Source: an optimization exercise on an open RTL-to-GDS flow (aim: small area). Production flows keep margins and buffers that such runs may drop.
Only simulation tests tie the RTL to the original design; equivalence was not proved.
Power and IR drop assume default switching activity.

`design.v`:
```
`timescale 1ns / 1ps
module d_ff(
    clk,
    rst,
    d,
    q
);
input wire clk;
input wire rst;
input wire d;
output reg q;
always@(posedge clk) begin
    if (rst)
        q <= 1'b0;
    else
        q <= d;
end
endmodule
`timescale 1ns / 1ps
module KEY_PRESS(
    clk,
    rst,
    key_sw,
    rise
);
input clk;
input rst;
input key_sw;
output rise;
localparam [18:0] C0   = 19'h66E32;
localparam [18:0] R    = 19'h3FFFF;
localparam [18:0] MASK = 19'b0101010101010101010;
reg  [18:0] q;
wire [18:0] s = q ^ MASK;
wire        en = key_sw & ~rst;
wire        fb = ~(s[18] ^ s[5]) | rise;
assign rise = (s == R);
always @(posedge clk)
    q <= (en ? {s[17:0], fb} : C0) ^ MASK;
endmodule
`timescale 1ns / 1ps
module VGA(
    vga_clk,
    rst,
    disp_row,
    disp_col,
    redOut,
    greenOut,
    blueOut,
    hsync,
    vsync,
    draw_finish,
    pre_finish,
    display_data
);
input vga_clk;
input rst;
input [4:0] disp_row;
input [2:0] disp_col;
output redOut, greenOut, blueOut;
output hsync;
output vsync;
output draw_finish;
output pre_finish;
output display_data;
reg [9:0] h;
reg [9:0] v;
wire h_end = (h == 10'd799);
wire v_end = (v == 10'd524);
always @(posedge vga_clk) begin
    if (rst) begin
        h <= 0;
        v <= 0;
    end
    else begin
        h <= h_end ? 10'd0 : h + 10'd1;
        if (h_end)
            v <= v_end ? 10'd0 : v + 10'd1;
    end
end
assign draw_finish = v_end && (h == 10'd1);
assign pre_finish  = v_end && (h == 10'd0);
assign display_data = (h >= 10'd143) && (h < 10'd783) && (v >= 10'd34) && (v < 10'd514);
assign hsync = (h > 10'd95);
assign vsync = (v > 10'd1);
wire grid_v = (v >= 10'd59) && (v <= 10'd499);
wire grid_h = (h == 10'd143) || ((h >= 10'd369) && (h <= 10'd563));
wire bord_v = (v >= 10'd51) && (v <= 10'd507);
wire bord_h = (h >= 10'd361) && (h <= 10'd571);
reg [9:0] col_lo, col_hi;
always @(*) begin
    col_lo = 10'd370 + 10'd25 * disp_col;
    col_hi = 10'd394 + 10'd25 * disp_col;
    if (disp_col == 3'd0) col_lo = 10'd369;
end
wire [9:0] row_lo = 10'd59 + 10'd25 * disp_row;
wire [9:0] row_hi = 10'd83 + 10'd25 * disp_row;
wire col_hit = ((h >= col_lo) && (h <= col_hi)) || ((h == 10'd143) && (disp_col == 3'd5));
wire row_hit = (disp_row < 5'd18) && (v >= row_lo) && (v <= row_hi);
wire lit = col_hit && row_hit;
reg [2:0] rgb;
always @(*) begin
    if (!display_data)
        rgb = 3'b000;
    else if (grid_h && grid_v)
        rgb = lit ? 3'b111 : 3'b000;
    else if (bord_h && bord_v)
        rgb = 3'b100;
    else
        rgb = 3'b001;
end
assign {redOut, greenOut, blueOut} = rgb;
endmodule
`timescale 1ns / 1ps
module STORAGE_CTRL;
endmodule
`timescale 1ns / 1ps
module GAME_CTRL(
    clk,
    rst,
    rise,
    draw_finish,
    pre_finish,
    disp_row,
    disp_col
);
input clk;
input rst;
input [3:0] rise;         
input draw_finish;
input pre_finish;         
output reg [4:0] disp_row;
output reg [2:0] disp_col;
reg [3:0] op_keys_lt;     
reg [7:0] head_x;
reg [7:0] head_y;
reg pub_valid;
reg [7:0] y1, y2, x1, x2;
wire [8:0] row = head_y + head_x[7:3];
always @(*) begin
    y1 = op_keys_lt[0] ? head_y - 8'd1 : head_y;
    y2 = op_keys_lt[1] ? ((y1 <= 8'd15) ? y1 + 8'd1 : 8'd17) : y1;
    x1 = op_keys_lt[2] ? head_x - 8'd1 : head_x;
    x2 = op_keys_lt[3] ? ((x1 <= 8'd5) ? x1 + 8'd1 : 8'd7) : x1;
end
always @(posedge clk) begin
    if (rst) begin
        op_keys_lt <= 0;
        head_x <= 0;
        head_y <= 0;
        pub_valid <= 0;
        disp_row <= 5'd31;
        disp_col <= 0;
    end
    else if (draw_finish) begin
        op_keys_lt <= rise;
        head_x <= x2;
        head_y <= y2;
        pub_valid <= 1;
        disp_row <= (pub_valid && row < 9'd18) ? row[4:0] : 5'd31;
        disp_col <= head_x[2:0];
    end
    else begin
        op_keys_lt <= op_keys_lt | (pre_finish ? 4'b0 : rise);
    end
end
endmodule
`timescale 1ns / 1ps
module GRID_CTRL;
endmodule
`timescale 1ns / 1ps
module Tetris(
    I_CLK,
    I_KEY_UP,
    I_KEY_DOWN,
    I_KEY_LEFT,
    I_KEY_RIGHT,
    I_RESET,
    O_RED,
    O_GREEN,
    O_BLUE,
    O_HSYNC,
    O_VSYNC,
    O_LED_KUP,
    O_LED_KDOWN,
    O_LED_KLEFT,
    O_LED_KRIGHT,
    display_data,
    draw_finish
);
input I_CLK;
input I_KEY_UP;
input I_KEY_DOWN;
input I_KEY_LEFT;
input I_KEY_RIGHT;
input I_RESET;
output O_RED;
output O_GREEN;
output O_BLUE;
output O_HSYNC;
output O_VSYNC;
output O_LED_KUP;
output O_LED_KDOWN;
output O_LED_KLEFT;
output O_LED_KRIGHT;
output draw_finish;
output display_data;
wire [3:0] rise;
wire [4:0] disp_row;
wire [2:0] disp_col;
wire pre_finish;
assign O_LED_KUP = I_KEY_UP;
assign O_LED_KDOWN = I_KEY_DOWN;
assign O_LED_KLEFT = I_KEY_LEFT;
assign O_LED_KRIGHT = I_KEY_RIGHT;
KEY_PRESS up_key_event    (.clk(I_CLK), .rst(I_RESET), .key_sw(I_KEY_UP),    .rise(rise[0]));
KEY_PRESS down_key_event  (.clk(I_CLK), .rst(I_RESET), .key_sw(I_KEY_DOWN),  .rise(rise[1]));
KEY_PRESS left_key_event  (.clk(I_CLK), .rst(I_RESET), .key_sw(I_KEY_LEFT),  .rise(rise[2]));
KEY_PRESS right_key_event (.clk(I_CLK), .rst(I_RESET), .key_sw(I_KEY_RIGHT), .rise(rise[3]));
VGA vga_controller
(
    .vga_clk(I_CLK),
    .rst(I_RESET),
    .disp_row(disp_row),
    .disp_col(disp_col),
    .redOut(O_RED),
    .greenOut(O_GREEN),
    .blueOut(O_BLUE),
    .hsync(O_HSYNC),
    .vsync(O_VSYNC),
    .draw_finish(draw_finish),
    .pre_finish(pre_finish),
    .display_data(display_data)
);
GAME_CTRL game_module
(
    .clk(I_CLK),
    .rst(I_RESET),
    .rise(rise),
    .draw_finish(draw_finish),
    .pre_finish(pre_finish),
    .disp_row(disp_row),
    .disp_col(disp_col)
);
endmodule
```
`run.sh`:
```
#!/bin/bash
# synth_recipe.tcl (not shown) runs the flow's synth.tcl, then flattens the netlist and writes it again
# the make line also repeats each setting of config.mk as NAME=value (left out here)
make -C /OpenROAD-flow-scripts/flow DESIGN_CONFIG=/design/flow/config.mk WORK_HOME=/design/flow/orfs CLKGATE_MAP_FILE= SYNTH_SCRIPT=/design/flow/synth_recipe.tcl finish
```
`config.mk`:
```
export PLATFORM = sky130hd
export DESIGN_NAME = Tetris
export DESIGN_NICKNAME = Tetris
export VERILOG_FILES = /design/flow/design.v
export SDC_FILE = /design/flow/constraint.sdc
export NUM_CORES = 4
export LEC_CHECK = 0
export CAP_MARGIN = 20
export CORE_MARGIN = 2
export CORE_UTILIZATION = 40
export SLEW_MARGIN = 20
```
`constraint.sdc`:
```
create_clock -name core_clock -period 40.0 [get_ports {I_CLK}]
set_input_delay 8.0000 -clock core_clock [delete_from_list [all_inputs] [get_ports {I_CLK}]]
set_output_delay 8.0000 -clock core_clock [all_outputs]
set_load 0.01 [all_outputs]
```
==> summary.md, run 1 <==
| Metric | Value |
|---|---|
| Run status | `timing/DRC/antenna clean` |
| Postcts setup bufs | `0` |
| Starting Density | `40.6%` |
| Gpl congestion | `0.820` |
| Top delay family on crit path | `buffers and inverters` |
| Sw frac | `24.2%` |
| Routed len/inst | `13.5 µm` |
| Ant. Diodes | `0` |
| WS Path Type | `input port to output pin` |
| CP Max Fanout | `3` |
| Leak Pwr | `3.31 nW` |
| I/O Pins | `17` |
| Vias | `5829` |
| Synth area leader | `dfxtp_1` |
| Initial antenna violation count | `0` |
| H-tree depth | `4` |
| Synth cell count leaders | `dfxtp_1 (125), nor2_1 (122), nand2_1 (102), ha_1 (82), a21oi_1 (50)` |
| Site Rows | `49` |
| Top-count cell post-synth | `dfxtp_1` |
| Largest vdd supply drop | `0.0000285 V` |
| Part of the power in registers | `45.1%` |
| Fillers | `1767` |
| Setup_tns | `0 ns` |
| DIE WIDTH | `139 µm` |
| Hold Buf Count CTS | `0` |
| Layout cells sized above 1 | `4.76%` |
| Critical Path AT | `9.04 ns` |
| Ys flop type | `dfxtp_1` |
| Die area | `0.0192 mm²` |
| Final min period | `17.04 ns` |
| Pins Over Slew Limit | `0` |
| Max clock buf depth | `2` |
| Crit path top cell by count | `clkdlybuf4s50_1` |
| Ys async rst share | `0%` |
| Final period util | `42.6%` |
| Vias in the first global route | `5364` |
| Pin count of the biggest net entering global routing | `33` |
| Synthesized area per cell | `8.32 µm²` |
| Largest stage delay, worst path | `0.54 ns` |
| Max Fclk | `58.7 MHz` |
| Clock power share | `52.1%` |
| Warnings from Yosys | `3` |
| Combinational power share | `2.8%` |
| Skew final | `0.00884 ns` |
| Worst slew pin tran | `0.850 ns` |
| Routed WL | `15000 µm` |
| Post-layout nets | `959` |
| RSZ-0062 raised after global routing | `false` |
| DRC violations left | `0` |
| 1st-iter DRT viols | `323` |
| Crit path required time | `32.00 ns` |
| Worst setup SP type | `input port` |
| Mapped Cells | `871` |
| Placeable Area | `0.0178 mm²` |
| Die Span Y | `139 µm` |
| CTS tree | `built` |
| Register area share after synthesis | `34.5%` |
| # setup viols final | `0` |
| Crit path buf inv count | `2` |
| Final hold vios | `0` |
| P_int | `0.219 mW` |
| Clock buffer count from CTS | `17` |
| I/O Buffers | `16` |
| Via/cell ratio | `5.25` |
| Post-Syn Area | `0.00725 mm²` |
| Worst-path cell chain | `clkdlybuf4s50_1 > clkdlybuf4s50_1` |
| Post-synthesis cell type count | `73` |
| Worst-Skew Late Latency | `0.41 ns` |
| Placed wire-length estimate | `10900 µm` |
| GR Overflow Total | `0` |
| #FFs+latches synth | `125` |
| Resize count post-CTS | `0` |
| Critical path endpoint category | `output pin` |
| Post-synth top area share | `34.5%` |
| Synth area leaders | `dfxtp_1 (35%), ha_1 (14%), nor2_1 (6.3%), nand2_1 (5.3%), xor2_1 (3.6%)` |
| Total GRT Usage | `16.0%` |
| Syn_nets | `961` |
| Layout area overhead | `11.9%` |
| Post-synth EDFFs | `0` |
| Sw Pwr | `0.0699 mW` |
| Worst min path class | `register to register` |
| Crit-path slowest cell | `clkdlybuf4s50_1` |
| Clock slew at the register clock pins of the worst setup and hold paths | `0.06 ns` |
| Total power | `0.289 mW` |
| Clk sinks | `125` |
| First-pass GRT wire length | `25700 µm` |
| Worst slew margin | `43.1%` |
| CTS Root Cell | `clkbuf_16` |
| PwrDens | `35.6 mW/mm²` |
| First-pass iteration count of the detailed router | `4` |
| Max-cap viol count | `0` |
| Final ANT Viol Nets | `0` |
## power groups by stage
| stage | clock network (mW) | registers, mW | logic [mW] |
|---|---|---|---|
| floorplan | 0 | 0.132 | 0.00621 |
| global placement | 0 | 0.133 | 0.00815 |
| detailed placement | 0 | 0.133 | 0.00827 |
| CTS | 0.154 | 0.130 | 0.00832 |
| global route | 0.160 | 0.131 | 0.00936 |
| finish | 0.150 | 0.130 | 0.00816 |
## cells by family after synthesis
logic type / synth area share (%)
and+or+nand+nor: 25.4
buffers and inverters: 4.40
xor gates and xnor gates: 6.53
muxes: 1.12
adders and majority gates: 14.7
AOI/OAI and AO/OA: 13.3
DFF: 34.5
## routing by layer
metal	global-route usage [%]	vias up	share of wire, %
li1	-	3072	-
met1	22.1	2666	50
met2	25.2	74	45
met3	3.42	17	3.1
met4	5.16	0	1.4
met5	0	-	0
## cells in the final DEF, fill, tap and decap left out, types with 4 or more instances in the layout
cell / instances
a211oi_1: 5
a21o_1: 9
a21oi_1: 50
a31oi_1: 10
and3_1: 7
and3b_1: 4
clkbuf_16: 17
clkdlybuf4s50_1: 16
dfxtp_1: 125
ha_1: 82
inv_1: 39
inv_6: 5
mux2i_1: 7
nand2_1: 102
nand2b_1: 9
nand3_1: 16
nand3b_1: 8
nand4_1: 21
nor2_1: 122
nor2b_1: 9
nor3_1: 27
nor3b_1: 4
nor4_1: 6
nor4b_1: 6
nor4bb_1: 6
o21ai_0: 27
o22a_1: 4
or3_1: 4
or4_1: 6
xnor2_1: 24
xor2_1: 30
## metrics by stage
stage	cell area [µm²]	hold slack, ns	utilization, %	cells	setup slack, ns
2_1_floorplan	7250	0.353	-	871	23.88
3_3_place_gp	7530	0.360	42.2	1079	22.97
3_5_place_dp	7530	0.360	42.2	1079	22.95
4_1_cts	8110	0.376	45.5	1111	22.95
5_1_grt	8110	0.389	45.5	1111	22.91
6_report	8110	0.374	45.5	1111	22.96
## sequential cells by signal (all words and copies together) (netlist names)
register and cells:
game_module.disp_col 3, game_module.disp_row 5, vga_controller.h 10, vga_controller.v 10, left_key_event.q 19, game_module.op_keys_lt 4
right_key_event.q 19, game_module.head_x 8, down_key_event.q 19, up_key_event.q 19, game_module.head_y 8, game_module.pub_valid 1
## final cells by class
type	instances	area (µm²)	area share [%]
clock buffer	17	425	5.24
clock inverter	15	155	1.91
inverter	40	150	1.85
multi-input combinational	668	4430	54.5
sequential	125	2500	30.8
tap	229	287	3.53
timing repair buffer	17	168	2.07
## worst paths after layout
check	from	end	slack, ns	cells after the start
max reg2reg	vga_controller.v[6]$_SDFFE_PP0P_	game_module.head_x[4]$_SDFFE_PP0P_	36.90	5
min reg2reg	down_key_event.q[17]$_DFF_P_	down_key_event.q[18]$_SDFF_PN1_	0.37	1
min	down_key_event.q[17]$_DFF_P_	down_key_event.q[18]$_SDFF_PN1_	0.37	1
max	I_KEY_LEFT	O_LED_KLEFT	22.96	2
==> inputs of run 2 (changes only) <==
--- a/design.v
+++ b/design.v
@@ -65,37 +65,75 @@
 output display_data;
-reg [9:0] h;
-reg [9:0] v;
-wire h_end = (h == 10'd799);
-wire v_end = (v == 10'd524);
+reg [4:0] ha, hb, va, vb;
+function ge5;
+    input [4:0] x;
+    input [4:0] k;
+    integer i;
+    begin
+        ge5 = 1'b1;
+        for (i = 0; i < 5; i = i + 1)
+            ge5 = k[i] ? (x[i] & ge5) : (x[i] | ge5);
+    end
+endfunction
+function hge;
+    input [4:0] a;
+    input [4:0] b;
+    input integer t;
+    begin
+        hge = (t / 25 == 31) ? ((a == 5'd31) & ge5(b, t % 25))
+            : (ge5(a, t / 25 + 1) | ((a == t / 25) & ge5(b, t % 25)));
+    end
+endfunction
+function hin;     
+    input [4:0] a;
+    input [4:0] b;
+    input integer lo;
+    input integer hi;
+    begin
+        hin = hge(a, b, lo) & ~hge(a, b, hi + 1);
+    end
+endfunction
+wire hb_end = hb[4] & hb[3];                     
+wire vb_end = vb[4] & vb[3];                     
+wire h_end  = (ha == 5'd1) & (hb == 5'd4);       
+wire v_end  = (va == 5'd20) & vb_end;            
 always @(posedge vga_clk) begin
     if (rst) begin
-        h <= 0;
-        v <= 0;
+        ha <= 5'd1;
+        hb <= 5'd5;
+        va <= 5'd18;
+        vb <= 5'd16;
     end
     else begin
-        h <= h_end ? 10'd0 : h + 10'd1;
-        if (h_end)
-            v <= v_end ? 10'd0 : v + 10'd1;
-    end
-end
-assign draw_finish = v_end && (h == 10'd1);
-assign pre_finish  = v_end && (h == 10'd0);
-assign display_data = (h >= 10'd143) && (h < 10'd783) && (v >= 10'd34) && (v < 10'd514);
-assign hsync = (h > 10'd95);
-assign vsync = (v > 10'd1);
-wire grid_v = (v >= 10'd59) && (v <= 10'd499);
-wire grid_h = (h == 10'd143) || ((h >= 10'd369) && (h <= 10'd563));
-wire bord_v = (v >= 10'd51) && (v <= 10'd507);
-wire bord_h = (h >= 10'd361) && (h <= 10'd571);
-reg [9:0] col_lo, col_hi;
-always @(*) begin
-    col_lo = 10'd370 + 10'd25 * disp_col;
-    col_hi = 10'd394 + 10'd25 * disp_col;
-    if (disp_col == 3'd0) col_lo = 10'd369;
-end
-wire [9:0] row_lo = 10'd59 + 10'd25 * disp_row;
-wire [9:0] row_hi = 10'd83 + 10'd25 * disp_row;
-wire col_hit = ((h >= col_lo) && (h <= col_hi)) || ((h == 10'd143) && (disp_col == 3'd5));
-wire row_hit = (disp_row < 5'd18) && (v >= row_lo) && (v <= row_hi);
-wire lit = col_hit && row_hit;
+        hb <= hb_end ? 5'd0 : hb + 5'd1;
+        if (hb_end)
+            ha <= ha + 5'd1;
+        if (h_end) begin
+            vb <= vb_end ? 5'd0 : vb + 5'd1;
+            if (vb_end)
+                va <= (va == 5'd20) ? 5'd0 : va + 5'd1;
+        end
+    end
+end
+wire last_line = (va == 5'd18) & (vb == 5'd15);   
+wire h_30 = (ha == 5'd1) & (hb == 5'd5);          
+wire h_31 = (ha == 5'd1) & (hb == 5'd6);          
+assign pre_finish  = last_line & h_30;
+assign draw_finish = last_line & h_31;
+wire hsync_n = hin(ha, hb, 30, 125);              
+wire disp_h  = hge(ha, hb, 173) | ~hge(ha, hb, 13);    
+wire h143    = (ha == 5'd6) & (hb == 5'd23);
+wire grid_h  = h143 | hin(ha, hb, 399, 593);      
+wire bord_h  = hin(ha, hb, 391, 601);             
+wire vsync_n = (va == 5'd18) & (vb[4:1] == 4'd8);  
+wire disp_v  = hge(va, vb, 500) | ~hge(va, vb, 455);   
+wire grid_v  = ~hge(va, vb, 441);                 
+wire bord_v  = hge(va, vb, 517) | ~hge(va, vb, 449);   
+assign hsync = ~hsync_n;
+assign vsync = ~vsync_n;
+assign display_data = disp_h & disp_v;
+wire col_hit = h143 ? (disp_col == 3'd5)
+             : (ha == 5'd15) ? (disp_col == 3'd0)
+             : (ha[2:0] == disp_col);
+wire row_hit = (va == disp_row);
+wire lit = col_hit & row_hit;
 reg [2:0] rgb;
@@ -141,5 +179,5 @@
     y1 = op_keys_lt[0] ? head_y - 8'd1 : head_y;
-    y2 = op_keys_lt[1] ? ((y1 <= 8'd15) ? y1 + 8'd1 : 8'd17) : y1;
+    y2 = op_keys_lt[1] ? ((~|y1[7:4]) ? y1 + 8'd1 : 8'd17) : y1;
     x1 = op_keys_lt[2] ? head_x - 8'd1 : head_x;
-    x2 = op_keys_lt[3] ? ((x1 <= 8'd5) ? x1 + 8'd1 : 8'd7) : x1;
+    x2 = op_keys_lt[3] ? ((~|x1[7:3] & ~(x1[2] & x1[1])) ? x1 + 8'd1 : 8'd7) : x1;
 end
@@ -159,3 +197,3 @@
         pub_valid <= 1;
-        disp_row <= (pub_valid && row < 9'd18) ? row[4:0] : 5'd31;
+        disp_row <= (pub_valid && ~|row[8:5] && ~(row[4] & (row[3] | row[2] | row[1]))) ? row[4:0] : 5'd31;
         disp_col <= head_x[2:0];
--- a/config.mk
+++ b/config.mk
@@ -7,5 +7,9 @@
 export LEC_CHECK = 0
-export CAP_MARGIN = 20
+export ABC_AREA = 1
+export CAP_MARGIN = 0
 export CORE_MARGIN = 2
-export CORE_UTILIZATION = 40
-export SLEW_MARGIN = 20
+export CORE_UTILIZATION = 70
+export CTS_BUF_LIST = sky130_fd_sc_hd__clkbuf_8
+export CTS_CLUSTER_DIAMETER = 500
+export CTS_CLUSTER_SIZE = 100
+export SLEW_MARGIN = 0
==> run 2 against run 1 <==
Effect of this change: clock power decreased by 27%; largest power group is now sequential cells; final cell count decreased by 22%; die area decreased by 54%; still clean on timing, DRC and antenna; largest cell class unchanged; worst setup slack improved by 0.024 ns; clock skew increased by 0.0063 ns; combinational power increased by 62%; maximum frequency increased by 0.14%; cell area decreased by 23%.
==> summary.md, run 2 <==
| Metric | Value |
|---|---|
| Register area share after synthesis | `44.2% (was 34.5%)` |
| First-pass iteration count of the detailed router | `4 (unchanged)` |
| Worst-path cell chain | `clkdlybuf4s50_1 > clkdlybuf4s50_1 (unchanged)` |
| Mux cell area share after synthesis | `0% (was 1.12%)` |
| Run status | `timing/DRC/antenna clean (unchanged)` |
| Worst min path class | `register to register (unchanged)` |
| Post-synth EDFFs | `0 (unchanged)` |
| Vias | `4749 (was 5829)` |
| Synth Area in Adders | `6.77% (was 14.7%)` |
| PwrDens | `41.0 mW/mm² (was 35.6 mW/mm²)` |
| Synth area leaders | `dfxtp_1 (44%), nand2_1 (9.8%), nor2_1 (6.5%), ha_1 (6.4%), inv_1 (6.0%) (was dfxtp_1 (35%), ha_1 (14%), nor2_1 (6.3%), nand2_1 (5.3%), xor2_1 (3.6%))` |
| DIE WIDTH | `93.9 µm (was 139 µm)` |
| Max Fclk | `58.8 MHz (was 58.7 MHz)` |
| Largest vdd supply drop | `0.0000374 V (was 0.0000285 V)` |
| Post-Syn Area | `0.00566 mm² (was 0.00725 mm²)` |
| Max clock buf depth | `2 (unchanged)` |
| Sw frac | `26.7% (was 24.2%)` |
| Final period util | `42.6% (about the same)` |
| Hold Buf Count CTS | `0 (unchanged)` |
| I/O Buffers | `16 (unchanged)` |
| First-pass GRT wire length | `19600 µm (was 25700 µm)` |
| Postcts setup bufs | `0 (unchanged)` |
| Pin count of the biggest net entering global routing | `27 (was 33)` |
| Compound-gate portion of the synthesized area | `8.74% (was 13.3%)` |
| Sw Pwr | `0.0682 mW (was 0.0699 mW)` |
| Post-synthesis cell type count | `40 (was 73)` |
| Worst setup SP type | `input port (unchanged)` |
| WS Path Type | `input port to output pin (unchanged)` |
| Clock slew at the register clock pins of the worst setup and hold paths | `0.08 ns (was 0.06 ns)` |
| Initial antenna violation count | `0 (unchanged)` |
| Setup_tns | `0 ns (unchanged)` |
| I/O Pins | `17 (unchanged)` |
| Final ANT Viol Nets | `0 (unchanged)` |
| Post-layout nets | `791 (was 959)` |
| CP Max Fanout | `2 (was 3)` |
| Clk sinks | `125 (unchanged)` |
| Worst reg2reg path depth | `11 (was 5)` |
| Crit path top cell by count | `clkdlybuf4s50_1 (unchanged)` |
| Worst slew margin | `46.1% (was 43.1%)` |
| Clock power share | `43.2% (was 52.1%)` |
| Commonest non-fill, non-tap cell in the layout | `nand2_1 (was dfxtp_1)` |
| Post-route setup slack | `22.98 ns (was 22.96 ns)` |
| Max-cap viol count | `0 (unchanged)` |
| H-tree depth | `4 (unchanged)` |
| Mapped Cells | `738 (was 871)` |
| Clock buffer count from CTS | `17 (unchanged)` |
| Routed len/inst | `13.1 µm (was 13.5 µm)` |
| Final Util | `80.1% (was 45.5%)` |
| Critical Path AT | `9.02 ns (was 9.04 ns)` |
| Via/cell ratio | `5.46 (was 5.25)` |
| Syn_nets | `774 (was 961)` |
| RSZ-0062 raised after global routing | `false (unchanged)` |
| Routed WL | `11400 µm (was 15000 µm)` |
| Top delay family on crit path | `buffers and inverters (unchanged)` |
| Starting Density | `72.8% (was 40.6%)` |
| Synthesized area per cell | `7.66 µm² (was 8.32 µm²)` |
| Ant. Diodes | `0 (unchanged)` |
| Layout cells sized above 1 | `7.42% (was 4.76%)` |
| Synth cell count leaders | `nand2_1 (147), dfxtp_1 (125), nor2_1 (98), inv_1 (91) (was dfxtp_1 (125), nor2_1 (122), nand2_1 (102), ha_1 (82), a21oi_1 (50))` |
| GR Overflow Total | `0 (unchanged)` |
| R2R Path Start | `vga_controller.ha[1]$_SDFFE_PP0P_ (was vga_controller.v[6]$_SDFFE_PP0P_)` |
| Die area | `0.00882 mm² (was 0.0192 mm²)` |
| # setup viols final | `0 (unchanged)` |
| 1st-iter DRT viols | `261 (was 323)` |
| Pins Over Slew Limit | `0 (unchanged)` |
| Crit path launch | `I_KEY_DOWN (was I_KEY_LEFT)` |
| Largest family of logic cells by synthesized area | `simple AND/OR/NAND/NOR gates (unchanged)` |
| DRC violations left | `0 (unchanged)` |
| Synth area leader | `dfxtp_1 (unchanged)` |
| Crit. path cell count | `2 (unchanged)` |
| Crit path buf inv count | `2 (unchanged)` |
| Setup crit end | `O_LED_KDOWN (was O_LED_KLEFT)` |
| Skew final | `0.0151 ns (was 0.00884 ns)` |
| Hold WS | `0.395 ns (was 0.374 ns)` |
| Total GRT Usage | `28.0% (was 16.0%)` |
| Synth Area in XOR/XNOR | `3.72% (was 6.53%)` |
| Leak Pwr | `2.73 nW (was 3.31 nW)` |
| FF-to-FF setup slack | `37.80 ns (was 36.90 ns)` |
| Fillers | `539 (was 1767)` |
| Resize count post-CTS | `0 (unchanged)` |
| Warnings from Yosys | `3 (unchanged)` |
| CTS Root Cell | `clkbuf_8 (was clkbuf_16)` |
| Worst slew pin tran | `0.805 ns (was 0.850 ns)` |
| Layout area overhead | `10.0% (was 11.9%)` |
| #FFs+latches synth | `125 (unchanged)` |
| Commonest non-fill, non-tap cells in the layout | `nand2_1 (147), dfxtp_1 (125), nor2_1 (98) (was dfxtp_1 (125), nor2_1 (122), nand2_1 (102))` |
| Largest stage delay, worst path | `0.54 ns (about the same)` |
| Die Span Y | `93.9 µm (was 139 µm)` |
| Vias in the first global route | `4404 (was 5364)` |
| Placed wire-length estimate | `7730 µm (was 10900 µm)` |
| Ys flop type | `dfxtp_1 (unchanged)` |
| Final hold vios | `0 (unchanged)` |
| Final min period | `17.02 ns (was 17.04 ns)` |
| Ys async rst share | `0% (unchanged)` |
| Part of the power in registers | `51.6% (was 45.1%)` |
| Post-synth top area share | `44.2% (was 34.5%)` |
| Gpl congestion | `0.880 (was 0.820)` |
| Worst slack at placement | `22.98 ns (was 22.95 ns)` |
| Site Rows | `32 (was 49)` |
| Top-count cell post-synth | `nand2_1 (was dfxtp_1)` |
| Worst-Skew Late Latency | `0.44 ns (was 0.41 ns)` |
| Critical path endpoint category | `output pin (unchanged)` |
| Placeable Area | `0.00777 mm² (was 0.0178 mm²)` |
| Crit-path slowest cell | `clkdlybuf4s50_1 (unchanged)` |
| P_int | `0.187 mW (was 0.219 mW)` |
| Reg-to-reg endpoint | `game_module.head_y[4]$_SDFFE_PP0P_ (was game_module.head_x[4]$_SDFFE_PP0P_)` |
| Hold Crit Start | `right_key_event.q[17]$_DFF_P_ (was down_key_event.q[17]$_DFF_P_)` |
| Combinational power share | `5.2% (was 2.8%)` |
| Crit path required time | `32.00 ns (about the same)` |
| Simple-Gate Fraction of Synth Area | `27.9% (was 25.4%)` |
| CTS tree | `built (unchanged)` |
[run 2: worst min path at each step]
stage | cells past startpoint | slack [ns] | endpoint
after floorplan | 1 | 0.37 | right_key_event.q[10]$_SDFF_PN1_
after global placement | 1 | 0.37 | left_key_event.q[18]$_SDFF_PN1_
after detailed placement | 1 | 0.38 | down_key_event.q[14]$_SDFF_PN1_
after CTS | 1 | 0.39 | left_key_event.q[4]$_SDFF_PN1_
after global routing | 1 | 0.39 | left_key_event.q[4]$_SDFF_PN1_
final | 1 | 0.40 | right_key_event.q[18]$_SDFF_PN1_
[run 2: layout make-up]
class | instances | area (µm²) | share of cell area (%)
inverter | 98 | 368 | 5.91
multi-input combinational | 496 | 2660 | 42.8
clock buffer | 18 | 248 | 3.98
sequential | 125 | 2500 | 40.2
timing repair buffer | 17 | 168 | 2.69
clock inverter | 14 | 146 | 2.35
tap | 102 | 128 | 2.05
[run 2: logic make-up after synthesis]
group,Yosys count
buffers and inverters,117
and+or+nand+nor,350
xor gates and xnor gates,24
DFF,125
adders and majority gates,30
AOI/OAI and AO/OA,92
[run 2: metal layers]
layer	share of wire (%)	GRT usage, %	up-vias	wire, µm
met5	0	0	-	0
met4	0.98	9.42	0	112
met3	3.9	6.74	14	446
met2	48	46.7	98	5520
met1	47	35.6	2216	5340
li1	-	-	2421	-
[run 2: power groups by stage]
stage | Sequential, mW | Clock, mW | Combinational (mW)
after floorplan | 0.133 | 0 | 0.0101
after global placement | 0.134 | 0 | 0.0127
after detailed placement | 0.134 | 0 | 0.0131
after CTS | 0.132 | 0.111 | 0.0133
after global routing | 0.132 | 0.117 | 0.0150
final | 0.132 | 0.110 | 0.0132
[run 2: stage by stage]
stage | power [mW] | cells | cell area [µm²]
after detailed placement | 0.148 | 838 | 5830
final | 0.255 | 870 | 6220
after global routing | 0.264 | 870 | 6220
after floorplan | 0.143 | 738 | 5660
after global placement | 0.147 | 838 | 5830
after CTS | 0.256 | 870 | 6220
==> inputs of run 3 (changes only) <==
==> config.mk (replaced) <==
export PLATFORM = sky130hd
export DESIGN_NAME = Tetris
export DESIGN_NICKNAME = Tetris
export VERILOG_FILES = /design/flow/design.v
export SDC_FILE = /design/flow/constraint.sdc
export NUM_CORES = 4
export LEC_CHECK = 0
export CAP_MARGIN = 20
export CORE_MARGIN = 2
export CORE_UTILIZATION = 40
export SLEW_MARGIN = 20
==> run 3 against run 2 <==
Effect of this change: wire length up 11%; global-route usage down 11 points; worst setup slack worse by 0.011 ns; die area up 78%; largest cell class unchanged; via count up 0.76%; critical path type unchanged; clock skew down 0.0083 ns; sequential power about the same; critical endpoint unchanged; worst hold slack worse by 0.019 ns; register-to-register slack worse by 0.96 ns; non-clock buffer count unchanged; utilization down 34 points.
==> summary.md, run 3 <==
| Metric | Value |
|---|---|
| Max clock buf depth | `2 (unchanged)` |
| 1st-iter DRT viols | `283 (was 261)` |
| Post-Syn Area | `0.00589 mm² (was 0.00566 mm²)` |
| Die area | `0.0157 mm² (was 0.00882 mm²)` |
| Via/cell ratio | `5.43 (was 5.46)` |
| Final hold vios | `0 (unchanged)` |
| CTS Root Cell | `clkbuf_16 (was clkbuf_8)` |
| Worst-Skew Late Latency | `0.42 ns (was 0.44 ns)` |
| Synthesized area per cell | `8.61 µm² (was 7.66 µm²)` |
| Post-synthesis cell type count | `72 (was 40)` |
| Worst reg2reg path depth | `5 (was 11)` |
| Sw Pwr | `0.0718 mW (was 0.0682 mW)` |
| Synth cell count leaders | `dfxtp_1 (125), nor2_1 (88), nand2_1 (76), a21oi_1 (41), inv_1 (37) (was nand2_1 (147), dfxtp_1 (125), nor2_1 (98), inv_1 (91))` |
| Largest vdd supply drop | `0.0000369 V (was 0.0000374 V)` |
| Reg-to-reg endpoint | `game_module.disp_row[3]$_SDFFE_PP1P_ (was game_module.head_y[4]$_SDFFE_PP0P_)` |
| Sw frac | `24.2% (was 26.7%)` |
| Resize count post-CTS | `0 (unchanged)` |
| PwrDens | `44.3 mW/mm² (was 41.0 mW/mm²)` |
| Crit path buf inv count | `2 (unchanged)` |
| Layout area overhead | `13.7% (was 10.0%)` |
| Worst slew margin | `41.4% (was 46.1%)` |
| Routed len/inst | `14.3 µm (was 13.1 µm)` |
| Worst min path class | `register to register (unchanged)` |
| Worst setup SP type | `input port (unchanged)` |
| R2R Path Start | `vga_controller.hb[3]$_SDFF_PP0_ (was vga_controller.ha[1]$_SDFFE_PP0P_)` |
| FF-to-FF setup slack | `36.84 ns (was 37.80 ns)` |
| Max-cap viol count | `0 (unchanged)` |
| H-tree depth | `4 (unchanged)` |
| P_int | `0.225 mW (was 0.187 mW)` |
| Clock slew at the register clock pins of the worst setup and hold paths | `0.06 ns (was 0.08 ns)` |
| Worst slew pin tran | `0.876 ns (was 0.805 ns)` |
| Syn_nets | `720 (was 774)` |
| Hold Crit Start | `up_key_event.q[2]$_SDFF_PN0_ (was right_key_event.q[17]$_DFF_P_)` |
| Crit-path slowest cell | `clkdlybuf4s50_1 (unchanged)` |
| I/O Buffers | `16 (unchanged)` |
| Commonest non-fill, non-tap cell in the layout | `dfxtp_1 (was nand2_1)` |
| Post-layout nets | `720 (was 791)` |
| Post-route setup slack | `22.97 ns (was 22.98 ns)` |
| Pins Over Slew Limit | `0 (unchanged)` |
| DRC violations left | `0 (unchanged)` |
| # setup viols final | `0 (unchanged)` |
| Final min period | `17.03 ns (was 17.02 ns)` |
| Postcts setup bufs | `0 (unchanged)` |
| Synth area leaders | `dfxtp_1 (42%), ha_1 (6.2%), nor2_1 (5.6%), nand2_1 (4.8%), a21oi_1 (3.5%) (was dfxtp_1 (44%), nand2_1 (9.8%), nor2_1 (6.5%), ha_1 (6.4%), inv_1 (6.0%))` |
| Commonest non-fill, non-tap cells in the layout | `dfxtp_1 (125), nor2_1 (88), nand2_1 (76) (was nand2_1 (147), dfxtp_1 (125), nor2_1 (98))` |
| Vias in the first global route | `4636 (was 4404)` |
| Ys flop type | `dfxtp_1 (unchanged)` |
| Post-synth top area share | `42.5% (was 44.2%)` |
| RSZ-0062 raised after global routing | `false (unchanged)` |
| Initial antenna violation count | `0 (unchanged)` |
| Total power | `0.297 mW (was 0.255 mW)` |
| I/O Pins | `17 (unchanged)` |
| CP Max Fanout | `3 (was 2)` |
| Leak Pwr | `2.61 nW (was 2.73 nW)` |
| Post-route cell area | `0.00670 mm² (was 0.00622 mm²)` |
| DIE WIDTH | `125 µm (was 93.9 µm)` |
| Combinational power share | `5.1% (was 5.2%)` |
| #FFs+latches synth | `125 (unchanged)` |
| Placed wire-length estimate | `8600 µm (was 7730 µm)` |
| First-pass iteration count of the detailed router | `5 (was 4)` |
| Max Fclk | `58.7 MHz (was 58.8 MHz)` |
| Top-count cell post-synth | `dfxtp_1 (was nand2_1)` |
| Final period util | `42.6% (about the same)` |
| Pin count of the biggest net entering global routing | `47 (was 27)` |
| Largest stage delay, worst path | `0.54 ns (about the same)` |
| Register area share after synthesis | `42.5% (was 44.2%)` |
| Worst Hold Path Cells | `1 (unchanged)` |
| Fillers | `1377 (was 539)` |
| Top delay family on crit path | `buffers and inverters (unchanged)` |
| Clk sinks | `125 (unchanged)` |
| Ys async rst share | `0% (unchanged)` |
| Critical Path AT | `9.03 ns (was 9.02 ns)` |
| Worst slack at placement | `22.96 ns (was 22.98 ns)` |
| Gpl congestion | `0.816 (was 0.880)` |
| Critical path endpoint category | `output pin (unchanged)` |
| Crit path top cell by count | `clkdlybuf4s50_1 (unchanged)` |
| Starting Density | `40.7% (was 72.8%)` |
| Hold WS | `0.376 ns (was 0.395 ns)` |
| Cell area after placement | `0.00612 mm² (was 0.00583 mm²)` |
| Crit path required time | `32.00 ns (about the same)` |
| Part of the power in registers | `44.8% (was 51.6%)` |
| Clock buffer count from CTS | `17 (unchanged)` |
| Skew final | `0.00687 ns (was 0.0151 ns)` |
| First-pass GRT wire length | `21700 µm (was 19600 µm)` |
| Setup_tns | `0 ns (unchanged)` |
| Die Span Y | `125 µm (was 93.9 µm)` |
| Mapped Cells | `684 (was 738)` |
| CTS tree | `built (unchanged)` |
| Run status | `timing/DRC/antenna clean (unchanged)` |
| Hold Buf Count CTS | `0 (unchanged)` |
| Final ANT Viol Nets | `0 (unchanged)` |
| Warnings from Yosys | `3 (unchanged)` |
| Vias | `4785 (was 4749)` |
| Site Rows | `44 (was 32)` |
| Synth area leader | `dfxtp_1 (unchanged)` |
| GR Overflow Total | `0 (unchanged)` |
| Worst-path cell chain | `clkdlybuf4s50_1 > clkdlybuf4s50_1 (unchanged)` |
| Routed WL | `12600 µm (was 11400 µm)` |
| WS Path Type | `input port to output pin (unchanged)` |
| Ant. Diodes | `0 (unchanged)` |
| Total GRT Usage | `16.8% (was 28.0%)` |
| Layout cells sized above 1 | `6.74% (was 7.42%)` |
| Hold EP | `up_key_event.q[3]$_DFF_P_ (was right_key_event.q[18]$_SDFF_PN1_)` |
| Placeable Area | `0.0145 mm² (was 0.00777 mm²)` |
| Clock power share | `50.2% (was 43.2%)` |
| Post-synth EDFFs | `0 (unchanged)` |
==> run 3: cell types whose count changed in the layout (fill, tap and decap cells not counted), sizes merged, moves of 14 or more <==
cell   previous run  this run
nand2           149        76
nand3            50        11
inv             107        42
o21ai            33        18
nor2            103        89
nor3              9        25
==> run 3: area by class of cell <==
type | count | area (µm²) | share of cell area [%]
clock buffers | 19 | 453 | 6.76
clock inverters | 13 | 129 | 1.92
inverters | 37 | 139 | 2.07
multi-input cells | 486 | 3080 | 46.0
flip-flops and latches | 125 | 2500 | 37.4
well taps | 184 | 230 | 3.44
repair buffers | 17 | 163 | 2.43
==> run 3: per-layer routing <==
layer	GRT usage, %	share of wire (%)	vias up
met5	0	0	-
met4	7.06	1.4	0
met3	4.15	3.1	14
met2	27.7	47	83
met1	21.1	48	2282
li1	-	-	2406
==> run 3: how the worst max path moves through the flow <==
stage | start | end | slack [ns] | depth (start not counted)
2_1_floorplan | I_KEY_DOWN | O_LED_KDOWN | 23.88 | 1
4_1_cts | I_KEY_DOWN | O_LED_KDOWN | 22.96 | 2
3_5_place_dp | I_KEY_LEFT | O_LED_KLEFT | 22.96 | 2
6_report | I_KEY_DOWN | O_LED_KDOWN | 22.97 | 2
3_3_place_gp | I_KEY_RIGHT | O_LED_KRIGHT | 22.97 | 2
5_1_grt | I_KEY_RIGHT | O_LED_KRIGHT | 22.92 | 2
==> run 3: logic make-up after synthesis <==
kind of cell / after synthesis / share of synthesized area, %
buffers and inverters: 73 / 5.16
AND/OR/NAND/NOR: 304 / 27.2
flip-flops: 125 / 42.5
AO/OA/AOI/OAI: 117 / 13.3
multiplexers: 5 / 0.850
adder cells (fa/ha/maj): 30 / 6.50
XOR/XNOR: 30 / 4.46
==> run 3: power by group through the flow <==
stage | clock network (mW) | registers (mW) | logic, mW
6_report | 0.149 | 0.133 | 0.0151
5_1_grt | 0.158 | 0.134 | 0.0169
4_1_cts | 0.153 | 0.133 | 0.0152
3_5_place_dp | 0 | 0.135 | 0.0151
3_3_place_gp | 0 | 0.135 | 0.0146
2_1_floorplan | 0 | 0.134 | 0.0118
==> run 3: through the flow <==
stage	utilization [%]	std cells
final	46.3	881
after global routing	46.3	881
after CTS	46.3	881
after detailed placement	42.2	849
after global placement	42.2	849
after floorplan	-	684
==> inputs of run 4 (changes only) <==
--- a/design.v
+++ b/design.v
@@ -94,24 +94,29 @@
 endfunction
+localparam [4:0] HA0 = 5'd1, HB0 = 5'd5, VA0 = 5'd18, VB0 = 5'd16;
 wire hb_end = hb[4] & hb[3];                     
 wire vb_end = vb[4] & vb[3];                     
+wire va_end = va[4] & va[2];                     
 wire h_end  = (ha == 5'd1) & (hb == 5'd4);       
-wire v_end  = (va == 5'd20) & vb_end;            
-always @(posedge vga_clk) begin
-    if (rst) begin
-        ha <= 5'd1;
-        hb <= 5'd5;
-        va <= 5'd18;
-        vb <= 5'd16;
-    end
-    else begin
-        hb <= hb_end ? 5'd0 : hb + 5'd1;
-        if (hb_end)
-            ha <= ha + 5'd1;
-        if (h_end) begin
-            vb <= vb_end ? 5'd0 : vb + 5'd1;
-            if (vb_end)
-                va <= (va == 5'd20) ? 5'd0 : va + 5'd1;
+wire vb_clr = h_end & vb_end;
+wire va_clr = vb_clr & va_end;
+wire [5:0] tha, thb, tva, tvb;
+assign thb[0] = 1'b1;
+assign tha[0] = hb_end;
+assign tvb[0] = h_end;
+assign tva[0] = vb_clr;
+genvar i;
+generate
+    for (i = 0; i < 5; i = i + 1) begin : cnt
+        assign tha[i+1] = tha[i] & ha[i];
+        assign thb[i+1] = thb[i] & hb[i];
+        assign tva[i+1] = tva[i] & va[i];
+        assign tvb[i+1] = tvb[i] & vb[i];
+        always @(posedge vga_clk) begin
+            ha[i] <= rst ? HA0[i] : (ha[i] ^ tha[i]);
+            hb[i] <= rst ? HB0[i] : ~hb_end & (hb[i] ^ thb[i]);
+            va[i] <= rst ? VA0[i] : ~va_clr & (va[i] ^ tva[i]);
+            vb[i] <= rst ? VB0[i] : ~vb_clr & (vb[i] ^ tvb[i]);
         end
     end
-end
+endgenerate
 wire last_line = (va == 5'd18) & (vb == 5'd15);   
@@ -175,9 +180,38 @@
 reg pub_valid;
-reg [7:0] y1, y2, x1, x2;
+wire [7:0] y_dec = head_y - 8'd1;
+wire [4:0] y_inc = head_y[3:0] + 4'd1;
+wire       y_le15 = ~|head_y[7:4];
+wire       y_mid  = (y_le15 & |head_y[3:0]) | (head_y == 8'd16);   
+wire [7:0] x_dec = head_x - 8'd1;
+wire [2:0] x_inc = head_x[2:0] + 3'd1;
+wire       x_le5  = ~|head_x[7:3] & ~(head_x[2] & head_x[1]);
+wire       x_mid  = ~|head_x[7:3] & |head_x[2:0] & ~&head_x[2:0];    
+wire [1:0] y_op = draw_finish ? op_keys_lt[1:0] : 2'b00;
+wire [1:0] x_op = draw_finish ? op_keys_lt[3:2] : 2'b00;
+reg [7:0] y_new, x_new;
+always @(*) begin
+    case (y_op)
+        2'b00: y_new = head_y;
+        2'b01: y_new = y_dec;
+        2'b10: y_new = y_le15 ? {3'b000, y_inc} : 8'd17;
+        default: y_new = y_mid ? head_y : 8'd17;
+    endcase
+    case (x_op)
+        2'b00: x_new = head_x;
+        2'b01: x_new = x_dec;
+        2'b10: x_new = x_le5 ? {5'b00000, x_inc} : 8'd7;
+        default: x_new = x_mid ? head_x : 8'd7;
+    endcase
+end
 wire [8:0] row = head_y + head_x[7:3];
-always @(*) begin
-    y1 = op_keys_lt[0] ? head_y - 8'd1 : head_y;
-    y2 = op_keys_lt[1] ? ((~|y1[7:4]) ? y1 + 8'd1 : 8'd17) : y1;
-    x1 = op_keys_lt[2] ? head_x - 8'd1 : head_x;
-    x2 = op_keys_lt[3] ? ((~|x1[7:3] & ~(x1[2] & x1[1])) ? x1 + 8'd1 : 8'd7) : x1;
+wire row_ok = ~|row[8:5] & ~(row[4] & |row[3:1]);
+always @(posedge clk) begin
+    if (rst) begin
+        head_x <= 0;
+        head_y <= 0;
+    end
+    else begin
+        head_x <= x_new;
+        head_y <= y_new;
+    end
 end
@@ -186,4 +220,2 @@
         op_keys_lt <= 0;
-        head_x <= 0;
-        head_y <= 0;
         pub_valid <= 0;
@@ -194,6 +226,4 @@
         op_keys_lt <= rise;
-        head_x <= x2;
-        head_y <= y2;
         pub_valid <= 1;
-        disp_row <= (pub_valid && ~|row[8:5] && ~(row[4] & (row[3] | row[2] | row[1]))) ? row[4:0] : 5'd31;
+        disp_row <= (pub_valid & row_ok) ? row[4:0] : 5'd31;
         disp_col <= head_x[2:0];
==> flow/run.sh (new file) <==
#!/bin/bash
# Own layout flow: the standard synthesis, then the combinational logic between the
# flip-flops re-mapped for area with ABC (the flip-flops are kept as they are), checked
# for equivalence, then the standard layout steps.
set -euo pipefail
WORK=$(pwd -P)
R=$WORK/orfs/results/sky130hd/Tetris/base
LIB=$FLOW_HOME/platforms/sky130hd/lib/sky130_fd_sc_hd__tt_025C_1v80.lib
YOSYS=$FLOW_HOME/../tools/install/yosys/bin/yosys
[[ -x $YOSYS ]] || YOSYS=yosys
DONTUSE="-dont_use *probe* -dont_use *lpflow*"

bash standard.sh $R/1_2_yosys.v > $WORK/log_synth.txt 2>&1
cp $R/1_2_yosys.v $WORK/netlist_std.v

sed -e "s#{LIB}#$LIB#g; s#{IN}#$WORK/netlist_std.v#; s#{OUT}#$WORK/netlist_reopt.v#; s#{SCRIPT}#$WORK/flow/abc.script#; s#{DONTUSE}#$DONTUSE#" \
  flow/reopt.ys > $WORK/reopt_run.ys
if $YOSYS -s $WORK/reopt_run.ys > $WORK/log_reopt.txt 2>&1; then
  sed 's/^module Tetris(/module gold(/' $WORK/netlist_std.v > $WORK/eq_gold.v
  sed 's/^module Tetris(/module gate(/' $WORK/netlist_reopt.v > $WORK/eq_gate.v
  sed -e "s#{LIB}#$LIB#g; s#{GOLD}#$WORK/eq_gold.v#; s#{GATE}#$WORK/eq_gate.v#" flow/equiv.ys > $WORK/equiv_run.ys
  if $YOSYS -s $WORK/equiv_run.ys > $WORK/log_equiv.txt 2>&1; then
    cp $WORK/netlist_reopt.v $R/1_2_yosys.v
    echo "re-mapped netlist used" > $WORK/reopt_status.txt
  else
    echo "re-mapped netlist not equivalent; standard netlist kept" > $WORK/reopt_status.txt
  fi
else
  echo "re-mapping failed; standard netlist kept" > $WORK/reopt_status.txt
fi
touch $R/1_2_yosys.v

bash standard.sh finish > $WORK/log_layout.txt 2>&1
==> flow/abc.script (new file) <==
strash
&get -n
&deepsyn -T 30
&put
map -a
topo
==> flow/equiv.ys (new file) <==
# The re-mapped netlist must do what the standard one does, flip-flop for flip-flop.
read_liberty -ignore_miss_func {LIB}
read_verilog {GOLD} {GATE}
flatten gold gate
opt_clean
equiv_make gold gate eq
hierarchy -top eq
equiv_simple -undef
equiv_induct -undef
equiv_status -assert
==> flow/reopt.ys (new file) <==
# Re-map the combinational logic of the standard synthesis netlist for area.
# Every flip-flop instance keeps its name, cell type and connections.
read_liberty -ignore_miss_func {LIB}
read_verilog {IN}
hierarchy -top Tetris
setattr -mod -set keep_hierarchy 1 sky130_fd_sc_hd__*df* sky130_fd_sc_hd__dl*
flatten
opt_clean -purge
techmap
opt -fast
abc -script {SCRIPT} -liberty {LIB} {DONTUSE}
opt_clean -purge
hilomap -singleton -hicell sky130_fd_sc_hd__conb_1 HI -locell sky130_fd_sc_hd__conb_1 LO
insbuf -buf sky130_fd_sc_hd__buf_4 A X Tetris
splitnets
opt_clean -purge
rename -enumerate -pattern _ro%_ Tetris
select -assert-none Tetris/t:$*
stat -liberty {LIB} Tetris
select Tetris
write_verilog -noattr -nohex -nodec -selected {OUT}
==> standard.sh (new file) <==
#!/bin/bash
# synth_recipe.tcl (not shown) runs the flow's synth.tcl, then flattens the netlist and writes it again
# the make line also repeats each setting of config.mk as NAME=value (left out here)
make -C /OpenROAD-flow-scripts/flow DESIGN_CONFIG=/design/flow/config.mk WORK_HOME=/design/flow/orfs CLKGATE_MAP_FILE= SYNTH_SCRIPT=/design/flow/synth_recipe.tcl "${@:-finish}"
--- a/config.mk
+++ b/config.mk
@@ -7,5 +7,8 @@
 export LEC_CHECK = 0
-export CAP_MARGIN = 20
+export CAP_MARGIN = 0
 export CORE_MARGIN = 2
-export CORE_UTILIZATION = 40
-export SLEW_MARGIN = 20
+export CORE_UTILIZATION = 70
+export CTS_BUF_LIST = sky130_fd_sc_hd__clkbuf_8
+export CTS_CLUSTER_DIAMETER = 500
+export CTS_CLUSTER_SIZE = 100
+export SLEW_MARGIN = 0
removed: run.sh
==> run 4 against run 3 <==
Effect of this change: synthesized cell count down 17%; worst hold slack improved by 0.0012 ns; via count decreased by 17%; sequential power barely moved; clock power decreased by 13%; synthesized area decreased by 22%; global-route usage increased by 12 points; total power decreased by 9.0%; critical endpoint unchanged; die area down 54%; maximum frequency about the same; register-to-register slack lost 0.12 ns.
==> summary.md, run 4 <==
| Metric | Value |
|---|---|
| Setup_tns | `0 ns (unchanged)` |
| WS Path Type | `input port to output pin (unchanged)` |
| Pins Over Slew Limit | `0 (unchanged)` |
| Syn_nets | `573 (was 720)` |
| Worst-Skew Late Latency | `0.42 ns (about the same)` |
| Crit path top cell by count | `clkdlybuf4s50_1 (unchanged)` |
| RSZ-0062 raised after global routing | `false (unchanged)` |
| Worst min path class | `register to register (unchanged)` |
| Die Span Y | `85.0 µm (was 125 µm)` |
| Worst Hold Path Cells | `1 (unchanged)` |
| Post-layout nets | `604 (was 720)` |
| Sw Pwr | `0.0585 mW (was 0.0718 mW)` |
| Post-Syn Area | `0.00459 mm² (was 0.00589 mm²)` |
| Hold Buf Count CTS | `0 (unchanged)` |
| Worst slew pin tran | `0.721 ns (was 0.876 ns)` |
| # setup viols final | `0 (unchanged)` |
| Via/cell ratio | `5.78 (was 5.43)` |
| Reg-to-reg endpoint | `game_module.head_y[7]$_SDFFE_PP0P_ (was game_module.disp_row[3]$_SDFFE_PP1P_)` |
| Commonest non-fill, non-tap cells in the layout | `dfxtp_1 (125), nor2_1 (111), clkinv_1 (79) (was dfxtp_1 (125), nor2_1 (88), nand2_1 (76))` |
| Routed WL | `9450 µm (was 12600 µm)` |
| First-pass GRT wire length | `16700 µm (was 21700 µm)` |
| Max-cap viol count | `0 (unchanged)` |
| Synthesized area per cell | `8.10 µm² (was 8.61 µm²)` |
| Largest vdd supply drop | `0.0000433 V (was 0.0000369 V)` |
| Pin count of the biggest net entering global routing | `18 (was 47)` |
| Site Rows | `29 (was 44)` |
| Placed wire-length estimate | `6490 µm (was 8600 µm)` |
| FF-to-FF setup slack | `36.72 ns (was 36.84 ns)` |
| Final ANT Viol Nets | `0 (unchanged)` |
| Critical Path AT | `9.04 ns (was 9.03 ns)` |
| Top delay family on crit path | `buffers and inverters (unchanged)` |
| Part of the power in registers | `48.3% (was 44.8%)` |
| Worst slack at placement | `22.96 ns (about the same)` |
| Initial antenna violation count | `0 (unchanged)` |
| Worst setup SP type | `input port (unchanged)` |
| Total power | `0.270 mW (was 0.297 mW)` |
| Hold EP | `left_key_event.q[10]$_SDFF_PN1_ (was up_key_event.q[3]$_DFF_P_)` |
| Routed len/inst | `13.7 µm (was 14.3 µm)` |
| Max clock buf depth | `2 (unchanged)` |
| Final period util | `42.6% (about the same)` |
| PwrDens | `51.0 mW/mm² (was 44.3 mW/mm²)` |
| 1st-iter DRT viols | `255 (was 283)` |
| Layout area overhead | `15.4% (was 13.7%)` |
| Final min period | `17.04 ns (was 17.03 ns)` |
| Worst slew margin | `51.8% (was 41.4%)` |
| Clock buffer count from CTS | `17 (unchanged)` |
| Run status | `timing/DRC/antenna clean (unchanged)` |
| Leak Pwr | `1.98 nW (was 2.61 nW)` |
| Largest stage delay, worst path | `0.55 ns (was 0.54 ns)` |
| CTS Root Cell | `clkbuf_8 (was clkbuf_16)` |
| Final hold vios | `0 (unchanged)` |
| Ant. Diodes | `0 (unchanged)` |
| Skew final | `0.0134 ns (was 0.00687 ns)` |
| Resize count post-CTS | `0 (unchanged)` |
| Layout cells sized above 1 | `6.55% (was 6.74%)` |
| Clock slew at the register clock pins of the worst setup and hold paths | `0.08 ns (was 0.06 ns)` |
| Postcts setup bufs | `0 (unchanged)` |
| Crit path buf inv count | `2 (unchanged)` |
| Fillers | `383 (was 1377)` |
| Total GRT Usage | `28.5% (was 16.8%)` |
| Vias | `3978 (was 4785)` |
| Combinational power share | `3.6% (was 5.1%)` |
| Crit-path slowest cell | `clkdlybuf4s50_1 (unchanged)` |
| R2R Path Start | `vga_controller.va[1]$_SDFF_PP1_ (was vga_controller.hb[3]$_SDFF_PP0_)` |
| Post-route setup slack | `22.96 ns (was 22.97 ns)` |
| Die area | `0.00723 mm² (was 0.0157 mm²)` |
| Worst-path cell chain | `clkdlybuf4s50_1 > clkdlybuf4s50_1 (unchanged)` |
| DIE WIDTH | `85.0 µm (was 125 µm)` |
| I/O Buffers | `16 (unchanged)` |
| Starting Density | `72.3% (was 40.7%)` |
| Gpl congestion | `0.918 (was 0.816)` |
| Vias in the first global route | `3837 (was 4636)` |
| GR Overflow Total | `0 (unchanged)` |
| I/O Pins | `17 (unchanged)` |
| DRC violations left | `0 (unchanged)` |
| First-pass iteration count of the detailed router | `5 (unchanged)` |
| CTS tree | `built (unchanged)` |
| Mapped Cells | `567 (was 684)` |
| Warnings from Yosys | `3 (unchanged)` |
| Max Fclk | `58.7 MHz (about the same)` |
| Crit path required time | `32.00 ns (about the same)` |
| Clk sinks | `125 (unchanged)` |
| Commonest non-fill, non-tap cell in the layout | `dfxtp_1 (unchanged)` |
| Hold Crit Start | `left_key_event.q[9]$_DFF_P_ (was up_key_event.q[2]$_SDFF_PN0_)` |
| Worst reg2reg path depth | `13 (was 5)` |
| Clock power share | `48.0% (was 50.2%)` |
| P_int | `0.212 mW (was 0.225 mW)` |
| H-tree depth | `4 (unchanged)` |
| CP Max Fanout | `2 (was 3)` |
| Critical path endpoint category | `output pin (unchanged)` |
| Placeable Area | `0.00635 mm² (was 0.0145 mm²)` |
| Sw frac | `21.6% (was 24.2%)` |
## run 4: cell type report
cell class	count	area [µm²]	share of cell area (%)
Sequential cell	125	2500	47.2
Multi-Input combinational cell	359	1760	33.3
Inverter	79	297	5.59
Clock buffer	20	275	5.19
Clock inverter	12	205	3.87
Timing Repair Buffer	16	160	3.02
Tap cell	77	96.3	1.82
## run 4: how the worst max path moves through the flow
stage,slack (ns),from,cells after the start,to
final,22.96,I_KEY_DOWN,2,O_LED_KDOWN
after global routing,22.94,I_KEY_DOWN,2,O_LED_KDOWN
after CTS,22.95,I_KEY_DOWN,2,O_LED_KDOWN
after detailed placement,22.96,I_KEY_DOWN,2,O_LED_KDOWN
after global placement,22.99,I_KEY_DOWN,2,O_LED_KDOWN
after floorplan,23.88,I_KEY_DOWN,1,O_LED_KDOWN
## run 4: metal layers
layer | vias up | wire length (µm) | global-route usage, %
li1 | 1968 | - | -
met1 | 1863 | 4040 | 34.0
met2 | 117 | 4710 | 48.9
met3 | 30 | 467 | 7.39
met4 | 0 | 232 | 11.3
met5 | - | 0 | 0
## run 4: stage by stage
| step | cells | instance area, µm² | hold slack (ns) | util [%] |
|---|---|---|---|---|
| 3_5_place_dp | 656 | 4820 | 0.372 | 75.9 |
| 5_1_grt | 688 | 5300 | 0.403 | 83.5 |
| 4_1_cts | 688 | 5300 | 0.382 | 83.5 |
| 6_report | 688 | 5300 | 0.377 | 83.5 |
| 3_3_place_gp | 656 | 4820 | 0.367 | 75.9 |
| 2_1_floorplan | 567 | 4590 | 0.361 | - |
## run 4: power by group through the flow
stage	registers, mW	logic, mW	clock network (mW)
detailed placement	0.133	0.00955	0
global placement	0.133	0.00924	0
global route	0.131	0.0111	0.136
CTS	0.131	0.00969	0.131
floorplan	0.133	0.00650	0
finish	0.131	0.00974	0.130
==> inputs of run 5 (changes only) <==
--- a/flow/run.sh
+++ b/flow/run.sh
@@ -32,2 +32,5 @@
 
+# Port buffers of the smallest buffer; a clock tree without dummy loads.
+export BUFFER_PORTS_ARGS="-inputs -outputs -buffer_cell sky130_fd_sc_hd__buf_1"
+export CTS_ARGS="-sink_clustering_enable -repair_clock_nets -sink_clustering_size 100 -sink_clustering_max_diameter 500 -buf_list sky130_fd_sc_hd__clkbuf_8 -dont_use_dummy_load"
 bash standard.sh finish > $WORK/log_layout.txt 2>&1
==> run 5 against run 4 <==
Effect of this change: still clean on timing, DRC and antenna; largest cell class unchanged; critical endpoint unchanged; utilization shrank 5.3 points; clock-buffer cell count shrank 3; register-to-register slack lost 0.04 ns; synthesized cell count is the same; critical path type unchanged.
==> summary.md, run 5 <==
| Metric | Value |
|---|---|
| Die area | `0.00723 mm² (unchanged)` |
| FF-to-FF setup slack | `36.68 ns (was 36.72 ns)` |
| Part of the power in registers | `60.6% (was 48.3%)` |
| Starting Density | `72.3% (unchanged)` |
| Warnings from Yosys | `3 (unchanged)` |
| DIE WIDTH | `85.0 µm (unchanged)` |
| Clk sinks | `125 (unchanged)` |
| Max-cap viol count | `0 (unchanged)` |
| Ant. Diodes | `0 (unchanged)` |
| R2R Path Start | `vga_controller.va[1]$_SDFF_PP1_ (unchanged)` |
| Run status | `timing/DRC/antenna clean (unchanged)` |
| H-tree depth | `4 (unchanged)` |
| Pins Over Slew Limit | `0 (unchanged)` |
| Post-Syn Area | `0.00459 mm² (unchanged)` |
| Worst setup SP type | `input port (unchanged)` |
| Synthesized area per cell | `8.10 µm² (unchanged)` |
| Crit path buf inv count | `2 (unchanged)` |
| Clock power share | `35.3% (was 48.0%)` |
| Critical Path AT | `8.24 ns (was 9.04 ns)` |
| CTS Root Cell | `clkbuf_8 (unchanged)` |
| Clock buffer count from CTS | `17 (unchanged)` |
| Leak Pwr | `1.83 nW (was 1.98 nW)` |
| Die Span Y | `85.0 µm (unchanged)` |
| Setup_tns | `0 ns (unchanged)` |
| PwrDens | `43.5 mW/mm² (was 51.0 mW/mm²)` |
| Crit path top cell by count | `buf_1 (was clkdlybuf4s50_1)` |
| Sw Pwr | `0.0474 mW (was 0.0585 mW)` |
| Via/cell ratio | `5.68 (was 5.78)` |
| WS Path Type | `input port to output pin (unchanged)` |
| 1st-iter DRT viols | `178 (was 255)` |
| Crit path launch | `I_KEY_DOWN (unchanged)` |
| Vias in the first global route | `3681 (was 3837)` |
| Initial antenna violation count | `0 (unchanged)` |
| Total GRT Usage | `27.0% (was 28.5%)` |
| Worst slew pin tran | `0.600 ns (was 0.721 ns)` |
| CP Max Fanout | `2 (unchanged)` |
| Routed WL | `9170 µm (was 9450 µm)` |
| Site Rows | `29 (unchanged)` |
| First-pass GRT wire length | `15800 µm (was 16700 µm)` |
| Final min period | `16.24 ns (was 17.04 ns)` |
| Total power | `0.216 mW (was 0.270 mW)` |
| Max clock buf depth | `2 (unchanged)` |
| Placed wire-length estimate | `6530 µm (was 6490 µm)` |
| Worst min path class | `register to register (unchanged)` |
| # setup viols final | `0 (unchanged)` |
| Top delay family on crit path | `buffers and inverters (unchanged)` |
| Layout cells sized above 1 | `4.36% (was 6.55%)` |
| CTS tree | `built (unchanged)` |
| Largest vdd supply drop | `0.0000459 V (was 0.0000433 V)` |
| Mapped Cells | `567 (unchanged)` |
| Crit-path slowest cell | `buf_1 (was clkdlybuf4s50_1)` |
| Gpl congestion | `0.933 (was 0.918)` |
| I/O Buffers | `16 (unchanged)` |
| Syn_nets | `573 (unchanged)` |
| RSZ-0062 raised after global routing | `false (unchanged)` |
| First-pass iteration count of the detailed router | `6 (was 5)` |
| Worst slew margin | `59.8% (was 51.8%)` |
| Worst-Skew Late Latency | `0.41 ns (was 0.42 ns)` |
| Skew final | `0.0251 ns (was 0.0134 ns)` |
| Clock slew at the register clock pins of the worst setup and hold paths | `0.06 ns (was 0.08 ns)` |
| GR Overflow Total | `0 (unchanged)` |
| Final period util | `40.6% (was 42.6%)` |
| Placeable Area | `0.00635 mm² (unchanged)` |
| Pin count of the biggest net entering global routing | `18 (unchanged)` |
| Layout area overhead | `8.01% (was 15.4%)` |
| Hold Buf Count CTS | `0 (unchanged)` |
| Vias | `3830 (was 3978)` |
| Worst-path cell chain | `buf_1 > buf_1 (was clkdlybuf4s50_1 > clkdlybuf4s50_1)` |
| Commonest non-fill, non-tap cell in the layout | `dfxtp_1 (unchanged)` |
| Sw frac | `21.9% (was 21.6%)` |
| Largest stage delay, worst path | `0.15 ns (was 0.55 ns)` |
| Fillers | `471 (was 383)` |
| Routed len/inst | `13.6 µm (was 13.7 µm)` |
| P_int | `0.169 mW (was 0.212 mW)` |
| Final hold vios | `0 (unchanged)` |
| I/O Pins | `17 (unchanged)` |
| Crit path required time | `32.00 ns (about the same)` |
| Combinational power share | `4.1% (was 3.6%)` |
| Critical path endpoint category | `output pin (unchanged)` |
| DRC violations left | `0 (unchanged)` |
| Hold Crit Start | `right_key_event.q[17]$_DFF_P_ (was left_key_event.q[9]$_DFF_P_)` |
| Post-layout nets | `605 (was 604)` |
| Commonest non-fill, non-tap cells in the layout | `dfxtp_1 (125), nor2_1 (111), clkinv_1 (79) (unchanged)` |
| Resize count post-CTS | `0 (unchanged)` |
| Final ANT Viol Nets | `0 (unchanged)` |
| Max Fclk | `61.6 MHz (was 58.7 MHz)` |
| Postcts setup bufs | `0 (unchanged)` |
==> run 5: metal layers <==
metal  share of wire [%]  global-route usage [%]  vias up
li1                    -                       -     1959
met1                  44                    33.1     1771
met2                  49                    44.8       79
met3                 5.0                    7.98       21
met4                 1.8                    10.8        0
met5                   0                       0        -
==> run 5: final timing paths <==
kind,endpoint,depth (start not counted)
worst min-delay path,right_key_event.q[18]$_SDFF_PN1_,1
worst max-delay path,O_LED_KDOWN,2
worst min register to register,right_key_event.q[18]$_SDFF_PN1_,1
worst max register to register,game_module.head_y[7]$_SDFFE_PP0P_,13
==> run 5: power groups by stage <==
stage	clock (mW)	sequential (mW)	combinational (mW)
finish	0.0762	0.131	0.00885
CTS	0.0768	0.131	0.00886
detailed placement	0	0.134	0.00874
global route	0.0819	0.131	0.0101
floorplan	0	0.133	0.00650
global placement	0	0.133	0.00849
==> run 5: layout make-up <==
class | instances | area, µm² | share of cell area [%]
flip-flops and latches | 125 | 2500 | 50.4
multi-input cells | 359 | 1760 | 35.6
inverters | 79 | 297 | 5.98
clock buffers | 17 | 234 | 4.72
well taps | 77 | 96.3 | 1.94
repair buffers | 17 | 67.6 | 1.36
==> run 5: through the flow <==
stage	cell area [µm²]	hold WS, ns	instances	setup WS [ns]	utilization [%]
after floorplan	4590	0.361	567	23.88	-
after global placement	4730	0.370	657	23.76	74.4
after detailed placement	4730	0.373	657	23.76	74.4
after CTS	4960	0.388	674	23.76	78.1
after global routing	4960	0.407	674	23.70	78.1
final	4960	0.386	674	23.76	78.1

-- port drivers added, routing unchanged --
The results above use ideal ports. As a check the final layouts listed here were re-extracted and re-timed, cells and wires unchanged.
Step 1 assumes that a clkbuf_16 drives the clock port and a buf_2 every other input.
Step 2 moves the port delays by t, midway between the first and last clock arrival at a register: inputs arrive t later, outputs are due t later. That takes back most of the time a late clock gives input paths.
Slacks: ideal ports / drivers / drivers and shift; pairs: ideal ports / drivers.
run	t (ns)	slack for setup (ns)	pins driven straight from the clock port
run 1	0.455	22.955 / 22.932 / 22.932	1
run 2	0.466	22.980 / 22.952 / 22.952	1
run 3	0.453	22.969 / 22.942 / 22.942	1
run 4	0.443	22.957 / 22.932 / 22.932	1
run 5	0.434	23.761 / 23.738 / 23.738	1
After both steps every run listed still meets setup and hold. The setup slack of run 2, which loses most, moves by -0.028 ns with the drivers and by -0.028 ns with both steps.
